What follows belongs to an exercise in optimizing a design on an open flow for small area; a production flow would make more cautious choices. RTL that was checked went through simulation tests only; none was proved equivalent to the original. Function not checked in runs 3 and 4: the RTL went through the layout flow alone. No activity file was given, so power comes from the tool's default toggle rates.

[constraint.sdc]
create_clock -name core_clock -period 4.5 [get_ports {clk}]
set_input_delay 0.9000 -clock core_clock [delete_from_list [all_inputs] [get_ports {clk}]]
set_output_delay 0.9000 -clock core_clock [all_outputs]
set_load 0.01 [all_outputs]
[config.mk]
export PLATFORM = sky130hd
export DESIGN_NAME = full_CAE
export DESIGN_NICKNAME = full_CAE
export VERILOG_FILES = /design/flow/design.v
export SDC_FILE = /design/flow/constraint.sdc
export NUM_CORES = 4
export LEC_CHECK = 0
export CAP_MARGIN = 20
export CORE_MARGIN = 2
export CORE_UTILIZATION = 45
export SLEW_MARGIN = 20
[design.v]
module cae_reg(
    input             clk,
    input             e,
    input             d,
    input      [31:0] x,
    input      [31:0] y,
    output reg [31:0] lo,
    output reg [31:0] hi
    );
    function lt32;
        input [31:0] a, b;
        integer i;
        reg c;
        begin
            c = 1'b0;
            for (i = 0; i < 32; i = i + 1)
                c = (~a[i] & b[i]) | (~a[i] & c) | (b[i] & c);
            lt32 = c;
        end
    endfunction
    wire sw = lt32(x, y) ^ d;
    wire ls = e & sw;
    wire lk = e & ~sw;
    wire h  = ~e;
    always @(posedge clk) begin
        lo <= ({32{ls}} & y) | ({32{lk}} & x) | ({32{h}} & lo);
        hi <= ({32{ls}} & x) | ({32{lk}} & y) | ({32{h}} & hi);
    end
endmodule
module pass_reg(
    input             clk,
    input             e,
    input      [31:0] x,
    output reg [31:0] q
    );
    always @(posedge clk)
        if (e)
            q <= x;
endmodule
module full_CAE(
input [31:0] i1,
input [31:0] i2,
input [31:0] i3,
input [31:0] i4,
input [31:0] i5,
input [31:0] i6,
input [31:0] i7,
input [31:0] i8,
input dir,
input clk,
input reset,
input enable,
output [31:0] o1,
output [31:0] o2,
output [31:0] o3,
output [31:0] o4,
output [31:0] o5,
output [31:0] o6,
output [31:0] o7,
output [31:0] o8
);
wire e = enable & ~reset;
reg [6:1] dq;
always @(posedge clk)
    if (e)
        dq <= {dq[5:1], dir};
wire [31:0] a0, a1, a2, a3, a4, a5, a6, a7;    
wire [31:0] b0, b1, b2, b3, b4, b5, b6, b7;    
wire [31:0] c0, c1, c2, c3, c4, c5, c6, c7;    
wire [31:0] f0, f1, f2, f3, f4, f5, f6, f7;    
wire [31:0] g0, g1, g2, g3, g4, g5, g6, g7;    
wire [31:0] k0, k1, k2, k3, k4, k5, k6, k7;    
wire [31:0] m0, m1, m2, m3, m4, m5, m6, m7;    
pass_reg p10(clk, e, i1, a0);
pass_reg p11(clk, e, i2, a1);
pass_reg p12(clk, e, i3, a2);
pass_reg p13(clk, e, i4, a3);
pass_reg p14(clk, e, i5, a4);
pass_reg p15(clk, e, i6, a5);
pass_reg p16(clk, e, i7, a6);
pass_reg p17(clk, e, i8, a7);
cae_reg x20(clk, e, dq[1], a0, a2, b0, b2);
cae_reg x21(clk, e, dq[1], a1, a3, b1, b3);
cae_reg x22(clk, e, dq[1], a4, a6, b4, b6);
cae_reg x23(clk, e, dq[1], a5, a7, b5, b7);
cae_reg x30(clk, e, dq[2], b0, b4, c0, c4);
cae_reg x31(clk, e, dq[2], b1, b5, c1, c5);
cae_reg x32(clk, e, dq[2], b2, b6, c2, c6);
cae_reg x33(clk, e, dq[2], b3, b7, c3, c7);
cae_reg x40(clk, e, dq[3], c0, c1, f0, f1);
cae_reg x41(clk, e, dq[3], c2, c3, f2, f3);
cae_reg x42(clk, e, dq[3], c4, c5, f4, f5);
cae_reg x43(clk, e, dq[3], c6, c7, f6, f7);
cae_reg x50(clk, e, dq[4], f2, f4, g2, g4);
cae_reg x51(clk, e, dq[4], f3, f5, g3, g5);
pass_reg p50(clk, e, f0, g0);
pass_reg p51(clk, e, f1, g1);
pass_reg p56(clk, e, f6, g6);
pass_reg p57(clk, e, f7, g7);
cae_reg x60(clk, e, dq[5], g1, g4, k1, k4);
cae_reg x61(clk, e, dq[5], g3, g6, k3, k6);
pass_reg p60(clk, e, g0, k0);
pass_reg p62(clk, e, g2, k2);
pass_reg p65(clk, e, g5, k5);
pass_reg p67(clk, e, g7, k7);
cae_reg x70(clk, e, dq[6], k1, k2, m1, m2);
cae_reg x71(clk, e, dq[6], k3, k4, m3, m4);
cae_reg x72(clk, e, dq[6], k5, k6, m5, m6);
pass_reg p70(clk, e, k0, m0);
pass_reg p77(clk, e, k7, m7);
assign o1 = m0;
assign o2 = m1;
assign o3 = m2;
assign o4 = m3;
assign o5 = m4;
assign o6 = m5;
assign o7 = m6;
assign o8 = m7;
endmodule
[run.sh]
#!/bin/bash
# synth_recipe.tcl (not shown) runs the flow's synth.tcl, then flattens the netlist and writes it again
# the make line also repeats each setting of config.mk as NAME=value (left out here)
make -C /OpenROAD-flow-scripts/flow DESIGN_CONFIG=/design/flow/config.mk WORK_HOME=/design/flow/orfs CLKGATE_MAP_FILE= SYNTH_SCRIPT=/design/flow/synth_recipe.tcl finish
==> results of run 1 <==
[cell families after synthesis]
family	count (synthesis)
and+or+nand+nor	2508
AOI/OAI and AO/OA	1811
DFF	1798
buffers and inverters	950
muxes	844
adders and majority gates	113
[stage by stage]
step	instance area (um^2)	hold slack, ns	power (mW)	setup TNS [ns]
final	94400	0.408	70.1	-0.0543
after global routing	94400	0.420	72.8	0
after CTS	94400	0.392	69.7	0
after detailed placement	87900	0.405	53.5	0
after global placement	87900	0.402	53.2	0
after floorplan	79700	0.400	41.8	0
[cell usage after synthesis, drive strengths merged]
| cell | count | area (um^2) |
|---|---|---|
| nor3 | 70 | 350 |
| or3 | 18 | 113 |
| clkbuf | 340 | 1280 |
| a2111oi | 88 | 896 |
| a31o | 1 | 8.76 |
| o311a | 18 | 180 |
| nand3 | 375 | 1880 |
| a21oi | 22 | 110 |
| edfxtp | 582 | 17500 |
| a211oi | 37 | 288 |
| dfxtp | 1216 | 24300 |
| o221ai | 366 | 3270 |
| and2 | 18 | 113 |
| nand2 | 1258 | 4720 |
| a2bb2oi | 18 | 158 |
| a31oi | 2 | 12.5 |
| o21ai | 1012 | 5060 |
| or4 | 36 | 270 |
| clkinv | 1 | 3.75 |
| o211ai | 18 | 135 |
| o31a | 3 | 26.3 |
| mux2i | 844 | 8450 |
| nand3b | 1 | 7.51 |
| a22oi | 37 | 278 |
| a221oi | 19 | 166 |
| o22ai | 77 | 482 |
| a22o | 36 | 315 |
| o2111ai | 37 | 324 |
| o21a | 1 | 7.51 |
| nor3b | 31 | 233 |
| nand2b | 172 | 1080 |
| maj3 | 113 | 1140 |
| o2111a | 18 | 203 |
| nor2b | 339 | 2120 |
| buf | 159 | 1400 |
| inv | 450 | 1690 |
| nor2 | 72 | 270 |
| nor4 | 36 | 284 |
| a2111o | 1 | 11.3 |
| and3 | 82 | 513 |
[layout make-up]
cell class	count	area [um^2]
tap	2340	2930
fill	16000	81700
clock buffer	265	5260
clock inverter	87	1240
timing repair buffer	777	7760
sequential	1798	41800
multi-input combinational	5276	33700
inverter	451	1700
antenna	9	22.5
[repair_timing]
action / in CTS / in global routing
gates resized for setup: 0 / 1
endpoints found under the setup margin: 0 / 1
setup buffers: 0 / 0
[worst paths after layout]
| kind | cells after the start | endpoint | from | slack [ns] |
|---|---|---|---|---|
| min | 0 | p60.q[2] | p50.q[2] | 0.41 |
| max | 9 | x43.hi[20] | x33.hi[11] | -0.05 |
| max reg2reg | 9 | x43.hi[20] | x33.hi[11] | -0.05 |
| min reg2reg | 0 | p60.q[2] | p50.q[2] | 0.41 |
[metal layers]
metal	up-vias	GRT usage	part of all wire
met5	-	0	0.00015
met3	632	0.0604	0.070
met1	30500	0.417	0.41
met2	2509	0.505	0.44
met4	8	0.209	0.073
li1	29900	-	-
[power by group]
part | internal, mW | leakage [nW] | switching [mW]
clock network | 9.30 | 3.13 | 6.97
logic | 11.0 | 18.1 | 14.4
registers | 21.7 | 15.7 | 6.78
==> flow_metrics.py, run 1 <==
metrics = {
    "global_route": {
        "grt_pass1_vias": 59500,
        "grt-ovfl-total": 0,
        "grt_max_degree": 223,
        "antenna_found_initial": 20,
        "grt_pass1_wl_um": 425000,
        "grt_usage": 0.325,
    },
    "flow_run": {
        "maxCapViolCount": 0,
    },
    "synth": {
        "avgSynthCellArea_um2": 9.93,
        "synthesis.nets": 8284,
        "synthMuxAreaShare": 0.106,
        "synth_xor_area_frac": 0,
        "yosysWarnings": 3,
        "syn_inst": 8024,
        "synth_area_mm2": 0.0797,
        "ys_seq_area_frac": 0.525,
        "synthAdderAreaFrac": 0.0144,
        "ys_ff_latch": 1798,
        "synth_top_family_by_area": "simple AND/OR/NAND/NOR gates",
        "synth_simple_gate_area_frac": 0.150,
        "ys_types": 53,
        "synth_compound_area_frac": 0.150,
    },
    "route": {
        "ant_nets": 0,
        "viasPerCell": 5.78,
        "drt_iter0_drc": 6464,
        "post_drt_wl_per_cell_um": 27.3,
        "first_pass_iters": 9,
        "wl_um": 301000,
        "routed-via-count": 63600,
        "post-route-drc-count": 0,
    },
    "sta": {
        "maxSlewViolCount": 0,
        "worst_slack_ns": -0.0543,
        "period_minus_slack_ns": 4.55,
        "finalHoldViolCount": 0,
        "tightest_slew_ns": 1.29,
        "period_share": 1.01,
        "fmax_mhz": 220,
        "relSlewSlack": 0.130,
        "rsz0062_at_grt": "false",
        "finClkSkew_ns": 0.0442,
        "setup_viol": 1,
    },
    "outcome": {
        "check.faults": "setup timing",
        "status": "failed layout checks",
    },
    "clock_tree": {
        "cts_max_path_buffers": 3,
        "ctsHoldBuffers": 0,
        "htree_levels": 4,
        "path_clk_slew_ns": 0.06,
        "cts_root_buf": "clkbuf_16",
        "cts_tree": "built",
        "clkLatencyLatePin_ns": 0.91,
        "cts_num_sinks": 1798,
        "numCtsBuffers": 188,
    },
    "cells_and_area": {
        "final_nets": 8752,
        "stdcell_count": 11000,
        "layout_commonest_cell": "nand2_1",
        "final_core_util": 0.536,
        "layout_common_cells": "nand2_1 (1258), dfxtp_1 (1216), mux2i_1 (843), o21ai_1 (789), edfxtp_1 (582)",
        "syn_to_final_growth_pct": 18.5,
        "drive_gt1_frac": 0.0691,
    },
    "setup_path": {
        "end_kind": "register",
        "cp_cell_sequence": "o22ai_1, or4_1, nor4_1, o221ai_1, a2111oi_4, buf_12, buf_12, mux2i_1, o21ai_1",
        "cp_common_cell": "buf_12",
        "crit_required_ns": 5.27,
        "cp_slowest_cell": "nor4_1",
        "cpPeakStageDelay_ns": 0.99,
        "cp_max_fo": 40,
        "crit_type": "register to register",
        "crit_buf_inv": 2,
        "cp_top_family": "simple AND/OR/NAND/NOR gates",
        "arrival_ns": 5.32,
        "start_kind": "register",
    },
    "floorplanning": {
        "die_w_um": 425,
        "die_h_um": 425,
        "rows": 154,
        "dieArea_mm2": 0.180,
        "initial_core_util": 0.452,
        "coreArea_mm2": 0.176,
        "io_pins": 516,
    },
    "placement": {
        "dp_cells": 10600,
        "place_congestion": 1.10,
        "dp_slack_ns": 0.133,
        "post-dp-hpwl_um": 235000,
        "port_buffers": 515,
    },
    "min_path": {
        "hold_path.class": "register to register",
    },
    "power_and_ir_drop": {
        "vdd_drop_max_mv": 0.475,
        "p_leak_nw": 36.9,
        "power_density_mw_per_mm2": 743,
    },
}
==> inputs of run 2 (changes only) <==
--- a/design.v
+++ b/design.v
@@ -7,18 +7,7 @@
     output reg [31:0] lo,
     output reg [31:0] hi
     );
-    function lt32;
-        input [31:0] a, b;
-        integer i;
-        reg c;
-        begin
-            c = 1'b0;
-            for (i = 0; i < 32; i = i + 1)
-                c = (~a[i] & b[i]) | (~a[i] & c) | (b[i] & c);
-            lt32 = c;
-        end
-    endfunction
-    wire sw = lt32(x, y) ^ d;
+    wire sw = (x < y) ^ d;
     wire ls = e & sw;
     wire lk = e & ~sw;
     wire h  = ~e;
==> flow/run.sh (new file) <==
#!/bin/bash
# Own layout flow: the standard ORFS flow with these changes:
#  - synthesis is the standard flow's synthesis script, except that ABC maps the logic for
#    area (flow/amap.script) and Yosys does not extract half/full adders;
#    registers are inferred and mapped exactly as in the standard synthesis;
#  - ports get the smallest buffer, and CTS inserts no dummy loads.
# Every tool's output is kept: make.log here, ORFS's per-step logs in orfs/logs.
set -euo pipefail
W=$(pwd)
F=$W/flow

cat > $W/my_synth.tcl <<EOT
proc abc {args} {
  set i [lsearch -exact \$args -script]
  if { \$i >= 0 } {
    set args [lreplace \$args [expr {\$i + 1}] [expr {\$i + 1}] $F/amap.script]
  }
  puts "own flow: abc \$args"
  yosys abc {*}\$args
}
proc extract_fa {args} {
  puts "own flow: no extract_fa"
}
source $W/synth_recipe.tcl
EOT

make -C "$FLOW_HOME" DESIGN_CONFIG=$W/config.mk WORK_HOME=$W/orfs CLKGATE_MAP_FILE= \
  SYNTH_SCRIPT=$W/my_synth.tcl \
  BUFFER_PORTS_ARGS="-buffer_cell sky130_fd_sc_hd__buf_1" \
  CTS_ARGS="-sink_clustering_enable -repair_clock_nets -dont_use_dummy_load" \
  finish > $W/make.log 2>&1

R=$W/orfs/results/$FLOW_PLATFORM/full_CAE/base
: # left out here: write the final layout as DEF
==> flow/amap.script (new file) <==
strash
dch
amap
topo
stime -c
==> standard.sh (new file) <==
#!/bin/bash
# synth_recipe.tcl (not shown) runs the flow's synth.tcl, then flattens the netlist and writes it again
# the make line also repeats each setting of config.mk as NAME=value (left out here)
make -C /OpenROAD-flow-scripts/flow DESIGN_CONFIG=/design/flow/config.mk WORK_HOME=/design/flow/orfs CLKGATE_MAP_FILE= SYNTH_SCRIPT=/design/flow/synth_recipe.tcl "${@:-finish}"
removed: run.sh
==> run 2 against run 1 <==
  * Now clean on timing, DRC and antenna
  * Register-to-register slack improved by 0.30 ns
  * Sequential power decreased by 4%
  * Non-clock buffer count decreased by 133
  * Clock skew increased by 0.017 ns
  * Worst setup slack improved by 0.30 ns
  * First-iteration DRC count up 6.0%
  * Flip-flop and latch count stayed put
  * Maximum frequency is 7.1% higher
  * Cell count decreased by 13%
  * Critical path type unchanged
  * Largest cell class unchanged
  * Highest routed layer is now met4
==> flow_metrics.py, run 2 <==
metrics = {
    "synth": {
        "synthesis.nets": 6978,
        "synth_area_mm2": 0.0698,
        "synthFlopType": "dfxtp_1",
        "synthTopCellsByCount": "dfxtp_1 (1216), clkinv_1 (917), a22oi_1 (789)",
        "ys_types": 44,
        "avgSynthCellArea_um2": 10.4,
        "ys_ff_latch": 1798,
        "synth.most_common_cell": "dfxtp_1",
        "syn_inst": 6718,
        "yosysTopAreaCellShare": 0.349,
        "yosysWarnings": 3,
        "yosysTopAreaCell": "dfxtp_1",
        "synth_edf_count": 582,
        "synth_area_leaders": "dfxtp_1 (35%), edfxtp_1 (25%), a22oi_1 (8.5%)",
        "ys_seq_area_frac": 0.599,
        "async_flop_share": 0,
    },
    "route": {
        "first_pass_iters": 9,
        "viasPerCell": 6.15,
        "wl_um": 238000,
        "post-route-drc-count": 0,
        "drt_iter0_drc": 6849,
        "ant_nets": 0,
        "routed-via-count": 59100,
        "post_drt_wl_per_cell_um": 24.8,
    },
    "cells_and_area": {
        "syn_to_final_growth_pct": 15.4,
        "stdcell_count": 9598,
        "layout_commonest_cell": "dfxtp_1",
        "drive_gt1_frac": 0.0499,
        "layout_common_cells": "dfxtp_1 (1216), clkinv_1 (913), a22oi_1 (789), o21ai_0 (704), nor2_1 (605)",
        "final_nets": 7812,
        "fill_cells": 13800,
    },
    "clock_tree": {
        "clkLatencyLatePin_ns": 0.82,
        "cts_max_path_buffers": 3,
        "cts_root_buf": "clkbuf_16",
        "post-cts-setup-buffer-count": 0,
        "cts_num_sinks": 1798,
        "ctsHoldBuffers": 0,
        "htree_levels": 4,
        "path_clk_slew_ns": 0.06,
        "cts_tree": "built",
        "numCtsBuffers": 188,
        "cts_resized": 0,
    },
    "setup_path": {
        "arrival_ns": 4.92,
        "cp_slowest_cell": "clkinv_1",
        "cp_common_cell": "nand2_1",
        "cp_max_fo": 21,
        "cpPeakStageDelay_ns": 0.68,
        "crit_type": "register to register",
        "start_kind": "register",
        "crit_required_ns": 5.17,
        "end_kind": "register",
        "cp_cell_sequence": "clkinv_1, nand2_1, o21ai_0, a2111oi_0, nand2_1, or4b_1, or4_1, o221a_1, nand2_1, o21ai_0, nor2_4, clkinv_1, o221ai_1",
    },
    "global_route": {
        "grt_pass1_vias": 52800,
        "grt_max_degree": 182,
        "grt-ovfl-total": 0,
        "antenna_found_initial": 18,
        "grt_usage": 0.292,
        "grt_pass1_wl_um": 347000,
    },
    "sta": {
        "tightest_slew_ns": 1.00,
        "finClkSkew_ns": 0.0608,
        "relSlewSlack": 0.333,
        "setup_viol": 0,
        "maxSlewViolCount": 0,
        "fmax_mhz": 235,
        "period_share": 0.945,
        "finalHoldViolCount": 0,
        "rsz0062_at_grt": "false",
        "worst_slack_ns": 0.246,
        "period_minus_slack_ns": 4.25,
    },
    "power_and_ir_drop": {
        "p_total_mw": 55.6,
        "power_density_mw_per_mm2": 691,
        "vdd_drop_max_mv": 0.452,
        "p_leak_nw": 27.4,
    },
    "placement": {
        "dp_slack_ns": 0.345,
        "dp_cells": 9405,
        "place_congestion": 0.945,
        "post-dp-hpwl_um": 179000,
        "port_buffers": 515,
    },
    "floorplanning": {
        "die_h_um": 398,
        "rows": 144,
        "die_w_um": 398,
        "coreArea_mm2": 0.154,
        "dieArea_mm2": 0.158,
        "initial_core_util": 0.453,
        "io_pins": 516,
    },
    "outcome": {
        "status": "finished clean",
    },
    "min_path": {
        "hold_path.class": "input port to register",
    },
    "flow_run": {
        "maxCapViolCount": 0,
    },
}
-- run 2: cell types whose count changed in the layout (fill, tap and decap cells not counted), moves of 168 or more --
cell             delta
clkinv_1          +895
mux2i_1           -843
a22oi_1           +752
o21ai_1           -731
nand2_1           -701
nor2_1            +533
buf_1             +515
clkdlybuf4s50_1   -515
o21ai_0           +482
inv_1             -450
nand3_1           -368
nor2b_1           -309
a221o_1           +180
nand2b_1          -168
-- run 2: report_power, final --
group / switching (mW) / internal, mW / leakage [nW] / total [mW]
combinational: 9.48 / 5.73 / 9.43 / 15.2
clock: 5.84 / 7.27 / 2.32 / 13.1
sequential: 5.29 / 22.0 / 15.7 / 27.3
-- run 2: critical path: cells and delay by family (launching register included) --
| kind | cells | cell delay, ns |
|---|---|---|
| simple gates | 6 | 1.53 |
| compound gates | 5 | 1.44 |
| buf+inv | 2 | 0.79 |
| flops | 1 | 0.36 |
-- run 2: final cells by class --
cell class | count | area [um^2] | area share
sequential | 1798 | 41800 | 0.519
inverter | 917 | 3460 | 0.0430
antenna | 4 | 10.0 | 0.000124
multi-input combinational | 4003 | 24900 | 0.309
tap | 2044 | 2560 | 0.0318
clock buffer | 188 | 4700 | 0.0584
timing repair buffer | 644 | 3100 | 0.0385
-- run 2: final timing paths --
path	startpoint	to	slack, ns	cells after the start
worst min register to register	p50.q[1]	p60.q[1]	0.40	0
worst max register to register	p13.q[30]	x21.hi[12]	0.25	13
worst min-delay path	i7[13]	p16.q[13]	0.25	1
worst max-delay path	p13.q[30]	x21.hi[12]	0.25	13
-- run 2: through the flow --
stage / utilization / instance area (um^2) / hold slack [ns] / TNS [ns]
after floorplan: - / 70000 / 0.400 / -
after global placement: 0.492 / 75700 / 0.401 / -2.48
after detailed placement: 0.492 / 75800 / 0.405 / 0
after CTS: 0.522 / 80500 / 0.200 / 0
after global routing: 0.523 / 80500 / 0.222 / 0
final: 0.523 / 80500 / 0.255 / 0
-- run 2: per-layer routing --
layer / vias to the layer above / share of wire / global-route usage
li1: 27500 / - / -
met1: 28600 / 0.46 / 0.443
met2: 2655 / 0.42 / 0.422
met3: 330 / 0.083 / 0.0482
met4: 0 / 0.033 / 0.0944
met5: - / 0 / 0
-- run 2: cells by family after synthesis --
family / after synthesis / synth area share
compound gates: 2655 / 0.272
flops: 1798 / 0.599
simple gates: 1348 / 0.0796
buf+inv: 917 / 0.0493
==> inputs of run 3 (changes only) <==
--- a/design.v
+++ b/design.v
@@ -1,3 +1,45 @@
+module lt32(
+    input  [31:0] a,
+    input  [31:0] b,
+    output        lt
+    );
+    function f;
+        input [31:0] a, b;
+        integer i, j, n;
+        reg [1:0] l, p;
+        reg c, q;
+        begin
+            for (j = 0; j < 2; j = j + 1) begin
+                c = 1'b0;
+                q = 1'b1;
+                for (i = 16 * j; i < 16 * j + 16; i = i + 1) begin
+                    c = (~a[i] & b[i]) | (~a[i] & c) | (b[i] & c);
+                    q = q & (~a[i] | b[i]);
+                end
+                l[j] = c;
+                p[j] = q;
+            end
+            for (n = 1; n >= 1; n = n / 2)
+                for (i = 0; i < n; i = i + 1) begin
+                    l[i] = l[2*i+1] | (p[2*i+1] & l[2*i]);
+                    p[i] = p[2*i+1] & p[2*i];
+                end
+            f = l[0];
+        end
+    endfunction
+    assign lt = f(a, b);
+endmodule
+module sel3(
+    input  s1,
+    input  s0,
+    input  h,
+    input  v1,
+    input  v0,
+    input  q,
+    output d
+    );
+    assign d = (s1 & v1) | (s0 & v0) | (h & q);
+endmodule
 module cae_reg(
     input             clk,
     input             e,
@@ -7,13 +49,23 @@
     output reg [31:0] lo,
     output reg [31:0] hi
     );
-    wire sw = (x < y) ^ d;
+    wire lt;
+    lt32 c(x, y, lt);
+    wire sw = lt ^ d;
     wire ls = e & sw;
     wire lk = e & ~sw;
     wire h  = ~e;
+    wire [31:0] dlo, dhi;
+    genvar i;
+    generate
+        for (i = 0; i < 32; i = i + 1) begin : b
+            sel3 slo(ls, lk, h, y[i], x[i], lo[i], dlo[i]);
+            sel3 shi(ls, lk, h, x[i], y[i], hi[i], dhi[i]);
+        end
+    endgenerate
     always @(posedge clk) begin
-        lo <= ({32{ls}} & y) | ({32{lk}} & x) | ({32{h}} & lo);
-        hi <= ({32{ls}} & x) | ({32{lk}} & y) | ({32{h}} & hi);
+        lo <= dlo;
+        hi <= dhi;
     end
 endmodule
 module pass_reg(
==> flow/run.sh (replaced) <==
#!/bin/bash
# Own layout flow: the standard ORFS flow with these changes:
#  - synthesis is the standard flow's synthesis script, except that Yosys does not extract
#    half/full adders, modules lt32 (comparator) and sel3 (one register input
#    bit) are mapped on their own before the design is flattened, and ABC maps
#    for area: lt32 with flow/mapa.script, the rest with flow/amap.script.
#    Registers are inferred and mapped exactly as in the standard synthesis.
#  - ports get the smallest buffer, and CTS inserts no dummy loads.
# Every tool's output is kept: make.log here, ORFS's per-step logs in orfs/logs.
set -euo pipefail
# clock tree: no dummy loads; the buffers CTS may use
CTS_ARGS="-sink_clustering_enable -repair_clock_nets -dont_use_dummy_load -buf_list sky130_fd_sc_hd__clkbuf_4"
W=$(pwd)
F=$W/flow

cat > $W/my_synth.tcl <<EOT
proc abc {args} {
  set i [lsearch -exact \$args -script]
  set a2 [lreplace \$args [expr {\$i + 1}] [expr {\$i + 1}] $F/mapa.script]
  puts "own flow: abc \$a2 lt32"
  yosys abc {*}\$a2 lt32
  set a1 [lreplace \$args [expr {\$i + 1}] [expr {\$i + 1}] $F/amap.script]
  puts "own flow: abc \$a1"
  yosys abc {*}\$a1
}
proc extract_fa {args} {
  puts "own flow: no extract_fa"
}
source $W/synth_recipe.tcl
EOT

make -C "$FLOW_HOME" DESIGN_CONFIG=$W/config.mk WORK_HOME=$W/orfs CLKGATE_MAP_FILE= \
  SYNTH_SCRIPT=$W/my_synth.tcl \
  SYNTH_KEEP_MODULES="lt32 sel3" \
  BUFFER_PORTS_ARGS="-buffer_cell sky130_fd_sc_hd__buf_1" \
  CTS_ARGS="$CTS_ARGS" \
  finish > $W/make.log 2>&1

R=$W/orfs/results/$FLOW_PLATFORM/full_CAE/base
: # left out here: write the final layout as DEF
==> flow/mapa.script (new file) <==
strash
dch
map -a
topo
stime -c
==> run 3 against run 2 <==
  * Maximum frequency fell by 0.17%
  * Die area fell by 2.8%
  * Core utilization rose by 0.98 points
  * Worst setup slack got worse by 0.0074 ns
  * Global-route usage fell by 0.77 points
  * Clock skew rose by 0.083 ns
  * Non-clock buffer count rose by 230
  * Cell count fell by 2.3%
  * First-iteration DRC count rose by 52%
  * Critical path depth rose by 6
  * Clock-buffer cell count rose by 283
  * Final area fell by 0.95%
==> flow_metrics.py, run 3 <==
metrics = {
    "outcome": {
        "status": "finished clean",
    },
    "flow_run": {
        "maxCapViolCount": 0,
    },
    "clock_tree": {
        "cts_max_path_buffers": 4,
        "cts_tree": "built",
        "cts_root_buf": "clkbuf_4",
        "cts_num_sinks": 1798,
        "htree_levels": 5,
        "numCtsBuffers": 471,
        "path_clk_slew_ns": 0.08,
        "clkLatencyLatePin_ns": 1.41,
    },
    "route": {
        "drt_iter0_drc": 10400,
        "post_drt_wl_per_cell_um": 24.2,
        "post-route-drc-count": 0,
        "routed-via-count": 57900,
        "first_pass_iters": 15,
        "wl_um": 227000,
        "viasPerCell": 6.18,
        "ant_nets": 0,
    },
    "sta": {
        "finalHoldViolCount": 0,
        "fmax_mhz": 235,
        "tightest_slew_ns": 1.24,
        "setup_viol": 0,
        "period_minus_slack_ns": 4.26,
        "maxSlewViolCount": 0,
        "period_share": 0.947,
        "relSlewSlack": 0.172,
        "final.setup.tns_ns": 0,
        "finClkSkew_ns": 0.144,
    },
    "cells_and_area": {
        "layout_commonest_cell": "clkinv_1",
        "final_nets": 7614,
        "final_core_util": 0.532,
        "syn_to_final_growth_pct": 17.6,
        "layout_common_cells": "clkinv_1 (1824), a222oi_1 (1216), dfxtp_1 (1216), edfxtp_1 (582), buf_1 (515)",
        "drive_gt1_frac": 0.0899,
    },
    "global_route": {
        "antenna_found_initial": 10,
        "grt_pass1_vias": 54100,
        "grt-ovfl-total": 0,
        "grt_pass1_wl_um": 331000,
        "grt_max_degree": 163,
        "grt_usage": 0.284,
    },
    "setup_path": {
        "r2r_start": "x32.hi[16]",
        "crit_buf_inv": 2,
        "endpoint": "x43.lo[12]",
        "crit_type": "register to register",
        "cp.depth": 19,
        "cp_slowest_cell": "nor2b_2",
        "cp_top_family": "compound AO/OA/AOI/OAI gates",
        "crit_start": "x32.hi[16]",
        "r2r_end": "x43.lo[12]",
        "rr_worst_depth": 19,
        "arrival_ns": 5.52,
        "cp_max_fo": 22,
        "end_kind": "register",
        "cpPeakStageDelay_ns": 1.05,
        "crit_required_ns": 5.76,
        "start_kind": "register",
        "r2r_setup_slack_ns": 0.24,
        "cp_common_cell": "o221ai_1",
        "cp_cell_sequence": "clkinv_1, nand2_1, o21ai_0, nand2_1, o221ai_1, nand3_1, o221ai_1, a31o_2, nand3_1, o221ai_1, a31oi_1, and2b_2, o211ai_1, o221ai_1, a32o_1, a21oi_1, nor2b_2, a222oi_1, clkinv_1",
    },
    "synth": {
        "synth_area_mm2": 0.0678,
        "ys_seq_area_frac": 0.617,
        "async_flop_share": 0,
        "synth.most_common_cell": "clkinv_1",
        "synthTopCellsByCount": "clkinv_1 (1825), a222oi_1 (1216), dfxtp_1 (1216)",
        "ys_types": 22,
        "syn_inst": 5999,
        "synth_area_leaders": "dfxtp_1 (36%), edfxtp_1 (26%), a222oi_1 (18%)",
        "yosysWarnings": 4,
        "ys_ff_latch": 1798,
        "avgSynthCellArea_um2": 11.3,
        "synthesis.nets": 6259,
        "yosysTopAreaCell": "dfxtp_1",
        "synthFlopType": "dfxtp_1",
        "synth_edf_count": 582,
        "yosysTopAreaCellShare": 0.359,
    },
    "floorplanning": {
        "io_pins": 516,
        "dieArea_mm2": 0.154,
        "coreArea_mm2": 0.150,
        "die_h_um": 392,
        "rows": 142,
        "initial_core_util": 0.453,
        "die_w_um": 392,
    },
    "power_and_ir_drop": {
        "p_leak_nw": 27.8,
        "vdd_drop_max_mv": 0.272,
        "p_total_mw": 54.4,
        "power_density_mw_per_mm2": 682,
    },
    "placement": {
        "place_congestion": 0.919,
        "port_buffers": 515,
        "post-dp-hpwl_um": 165000,
    },
    "min_path": {
        "hold_path.class": "input port to register",
        "whs_path_depth": 2,
    },
}
run 3: cell count changes after synthesis, sizes merged, moves of 250 or more:
cell    delta
nand2    -275
o21ai    -686
nor2     -565
a22oi    -675
a222oi  +1144
clkinv   +908
o221ai   -250
run 3: timing repair:
action,CTS,global route
resized for setup,0,4
setup buffers,0,3
endpoints found under the hold margin,257,0
endpoints found under the setup margin,0,117
hold buffers,257,0
run 3: how the worst min path moves through the flow:
stage | startpoint | to | slack, ns
2_1_floorplan | p50.q[0] | p60.q[0] | 0.40
3_3_place_gp | p67.q[8] | p77.q[8] | 0.40
3_5_place_dp | p50.q[31] | p60.q[31] | 0.40
4_1_cts | i4[2] | p13.q[2] | 0.09
5_1_grt | i4[31] | p13.q[31] | 0.12
6_report | i4[31] | p13.q[31] | 0.21
run 3: final cells by class:
| type | instances | area (um^2) |
|---|---|---|
| multi-input combinational | 2384 | 19500 |
| fill | 13300 | 70000 |
| clock buffer | 471 | 3540 |
| sequential | 1798 | 41800 |
| timing repair buffer | 874 | 5500 |
| antenna | 9 | 22.5 |
| inverter | 1825 | 6860 |
| tap | 2016 | 2520 |
run 3: stage by stage:
stage / setup WS (ns) / area [um^2] / instances / hold WS, ns
finish: 0.239 / 79700 / 9377 / 0.212
floorplan: -33.09 / 67800 / 5999 / 0.400
global placement: 0.164 / 73500 / 8628 / 0.403
global route: -0.000466 / 79700 / 9372 / 0.118
detailed placement: 0.171 / 73500 / 8629 / 0.405
CTS: 0.0723 / 79600 / 9357 / 0.0885
run 3: layer usage:
layer  share of wire  GRT usage  routed length [um]  vias to the layer above
met3            0.10     0.0569               23000                      334
met2            0.43      0.415               97800                     3098
met1            0.44      0.415               99200                    28000
met5        0.000053          0                  12                        -
li1                -          -                   -                    26500
met4           0.031      0.106                6980                        2
run 3: logic make-up after synthesis:
family,count (synthesis),share of synthesized area
flip-flops,1798,0.617
AO/OA/AOI/OAI,1881,0.250
buffers and inverters,1825,0.101
AND/OR/NAND/NOR,495,0.0324
run 3: Yosys stat by module, one instance, submodules excluded:
module | times used | area [um^2] | cells inside | flops+latches
full_CAE | 1 | 42200 | 1876 | 1798
lt32 | 19 | 467 | 89 | 0
sel3 | 1216 | 13.8 | 2 | 0
run 3: report_power, final:
part           switching [mW]  internal [mW]  total [mW]
Combinational            7.86           6.78        14.6
Clock                    5.81           4.71        10.5
Sequential               7.12           22.1        29.3
Total                    20.8           33.6        54.4
==> inputs of run 4 (changes only) <==
--- a/flow/run.sh
+++ b/flow/run.sh
@@ -9,7 +9,7 @@
 # Every tool's output is kept: make.log here, ORFS's per-step logs in orfs/logs.
 set -euo pipefail
 # clock tree: no dummy loads; the buffers CTS may use
-CTS_ARGS="-sink_clustering_enable -repair_clock_nets -dont_use_dummy_load -buf_list sky130_fd_sc_hd__clkbuf_4"
+CTS_ARGS="-sink_clustering_enable -repair_clock_nets -dont_use_dummy_load"
 W=$(pwd)
 F=$W/flow
 
==> run 4 against run 3 <==
  * Final area fell by 1.8%
  * Non-clock buffer count is 255 lower
  * Total power rose by 4.3%
  * Via count is 4.2% lower
  * Global-route usage fell by 0.85 points
  * Sequential power about the same
  * Clock skew is 0.071 ns lower
  * Wire length fell by 2.8%
  * Synthesized cell count unchanged
  * Worst setup slack worse by 0.0031 ns
  * Maximum frequency hardly changed
  * Largest power group unchanged
==> flow_metrics.py, run 4 <==
metrics = {
    "outcome": {
        "status": "finished clean",
    },
    "setup_path": {
        "arrival_ns": 5.01,
        "crit_type": "register to register",
        "crit_buf_inv": 3,
        "cp_slowest_cell": "nor2_4",
        "r2r_start": "x21.hi[16]",
        "crit_required_ns": 5.25,
        "r2r_setup_slack_ns": 0.24,
        "cp_cell_sequence": "clkinv_1, nand2_1, o21ai_0, nand2_1, o221ai_1, nand3_1, o221ai_1, a31o_2, nand3_1, o221ai_1, a31oi_1, and2b_2, o211ai_1, o221ai_1, a32o_1, nor2_1, a21oi_1, nor2_4, buf_4, a222oi_1, clkinv_1",
        "cp_common_cell": "o221ai_1",
        "r2r_end": "x33.lo[1]",
        "cp_max_fo": 37,
        "end_kind": "register",
        "cp_top_family": "compound AO/OA/AOI/OAI gates",
        "cpPeakStageDelay_ns": 0.80,
        "rr_worst_depth": 21,
        "start_kind": "register",
    },
    "floorplanning": {
        "initial_core_util": 0.453,
        "rows": 142,
        "io_pins": 516,
        "die_h_um": 392,
        "die_w_um": 392,
        "dieArea_mm2": 0.154,
        "coreArea_mm2": 0.150,
    },
    "sta": {
        "relSlewSlack": 0.179,
        "final.setup.tns_ns": 0,
        "maxSlewViolCount": 0,
        "finClkSkew_ns": 0.0726,
        "period_share": 0.948,
        "tightest_slew_ns": 1.23,
        "period_minus_slack_ns": 4.26,
        "rsz0062_at_grt": "false",
        "fmax_mhz": 235,
        "finalHoldViolCount": 0,
        "setup_viol": 0,
    },
    "power_and_ir_drop": {
        "vdd_drop_max_mv": 0.352,
        "power_density_mw_per_mm2": 725,
        "p_leak_nw": 26.9,
        "p_total_mw": 56.8,
    },
    "synth": {
        "synth_simple_gate_area_frac": 0.0324,
        "synth_compound_area_frac": 0.250,
        "avgSynthCellArea_um2": 11.3,
        "synthesis.nets": 6259,
        "async_flop_share": 0,
        "synth_area_leaders": "dfxtp_1 (36%), edfxtp_1 (26%), a222oi_1 (18%)",
        "synth_xor_area_frac": 0,
        "yosysTopAreaCellShare": 0.359,
        "syn_inst": 5999,
        "ys_ff_latch": 1798,
        "synth_edf_count": 582,
        "synthFlopType": "dfxtp_1",
        "ys_seq_area_frac": 0.617,
        "synthAdderAreaFrac": 0,
        "synth_area_mm2": 0.0678,
        "synthMuxAreaShare": 0,
        "synth.most_common_cell": "clkinv_1",
        "synthTopCellsByCount": "clkinv_1 (1825), a222oi_1 (1216), dfxtp_1 (1216)",
        "yosysWarnings": 4,
        "ys_types": 22,
        "yosysTopAreaCell": "dfxtp_1",
        "synth_top_family_by_area": "compound AO/OA/AOI/OAI gates",
    },
    "cells_and_area": {
        "layout_common_cells": "clkinv_1 (1824), a222oi_1 (1216), dfxtp_1 (1216), edfxtp_1 (582), buf_1 (515)",
        "final_nets": 7074,
        "layout_commonest_cell": "clkinv_1",
        "syn_to_final_growth_pct": 15.5,
        "drive_gt1_frac": 0.0556,
    },
    "global_route": {
        "grt_usage": 0.276,
        "grt_max_degree": 163,
        "grt-ovfl-total": 0,
        "antenna_found_initial": 6,
        "grt_pass1_wl_um": 319000,
        "grt_pass1_vias": 50400,
    },
    "flow_run": {
        "maxCapViolCount": 0,
    },
    "clock_tree": {
        "htree_levels": 4,
        "cts_tree": "built",
        "cts_num_sinks": 1798,
        "cts_root_buf": "clkbuf_16",
        "cts_max_path_buffers": 3,
        "numCtsBuffers": 187,
        "clkLatencyLatePin_ns": 0.82,
        "path_clk_slew_ns": 0.06,
        "ctsHoldBuffers": 0,
    },
    "route": {
        "wl_um": 221000,
        "post_drt_wl_per_cell_um": 25.0,
        "post-route-drc-count": 0,
        "ant_nets": 0,
        "viasPerCell": 6.29,
        "first_pass_iters": 12,
        "routed-via-count": 55500,
        "drt_iter0_drc": 10100,
    },
    "min_path": {
        "holdCritStartpoint": "i4[27]",
        "hold_path.class": "input port to register",
        "whs_endpoint": "p13.q[27]",
        "whs_path_depth": 1,
    },
    "placement": {
        "port_buffers": 515,
        "place_congestion": 0.919,
        "post-dp-hpwl_um": 165000,
    },
}
## run 4: repair_timing
item / CTS / global route
setup buffers: 0 / 5
setup endpoints to repair: 0 / 114
gates resized for setup: 0 / 4
## run 4: worst max path at each step
stage,cells past startpoint,startpoint,end
2_1_floorplan,5,enable,x21.lo[3]
5_1_grt,19,x23.hi[2],x33.lo[9]
4_1_cts,19,p17.q[2],x23.lo[27]
6_report,21,x21.hi[16],x33.lo[1]
3_3_place_gp,21,p65.q[16],x72.hi[19]
3_5_place_dp,19,p17.q[2],x23.lo[27]
## run 4: per-module statistics from Yosys, one instance, submodules excluded
module,flip-flops and latches,cells inside,copies in the design,cell area [um^2]
lt32,0,89,19,467
sel3,0,2,1216,13.8
full_CAE,1798,1876,1,42200
## run 4: layer usage
layer	part of all wire	global-route usage	routed length [um]
met5	0.000059	0	13
met4	0.034	0.0969	7590
met3	0.099	0.0459	21700
met2	0.42	0.398	93600
met1	0.44	0.415	97700
## run 4: layout make-up
type,count,area (um^2)
Timing Repair Buffer,619,2940
Tap cell,2016,2520
Fill cell,13300,71500
Inverter,1825,6860
Sequential cell,1798,41800
Clock buffer,187,4680
Multi-Input combinational cell,2383,19500
Antenna cell,1,2.50
## run 4: cell families (layout without fill, tap and decap cells)
logic type	count (synthesis)	in the layout
compound gates	1881	1881
buf+inv	1825	2631
flops	1798	1798
simple gates	495	502
other cells	0	1
## run 4: power breakdown
| part | total (mW) | internal [mW] | switching [mW] |
|---|---|---|---|
| clock | 13.0 | 7.23 | 5.81 |
| sequential | 29.3 | 22.1 | 7.13 |
| combinational | 14.5 | 6.64 | 7.82 |
## run 4: metrics by stage
step	hold slack, ns	cell area [um^2]	instances	setup slack, ns	util
3_5_place_dp	0.405	73500	8629	0.171	0.491
2_1_floorplan	0.400	67800	5999	-33.09	-
4_1_cts	0.184	78200	8816	0.133	0.522
3_3_place_gp	0.403	73500	8628	0.164	0.491
6_report	0.239	78300	8829	0.236	0.523
5_1_grt	0.206	78300	8828	0.00445	0.523

## static timing again, ports no longer ideal
The flow's constraints put no driver on any port. The routed layouts listed below were extracted and timed again, unchanged, in two steps. Step 1, drivers: a clkbuf_16 drives clk and a buf_2 each remaining input, both assumed. Step 2 adds t to the input delays and takes it off the output delays; t is the mean of the earliest and latest rising clock arrival at the registers after step 1. Input paths then give back, and output paths get back, about the clock's delay inside the block. Three values: no drivers, after step 1, after step 2; two values: the first two.
run | shift t [ns] | slack for setup (ns) | slew at the worst register clock pin (ns) | worst data-port slew with drivers (ns) | cell pins on the clock port's net
run 1 | 0.964 | -0.054 / -0.054 / -0.054 | 0.07 / 0.07 | 0.07 | 1
run 2 | 0.879 | 0.246 / 0.246 / 0.246 | 0.06 / 0.06 | 0.06 | 1
run 3 | 1.409 | 0.239 / 0.239 / 0.239 | 0.08 / 0.08 | 0.08 | 1
run 4 | 0.867 | 0.236 / 0.236 / 0.236 | 0.06 / 0.06 | 0.15 | 1
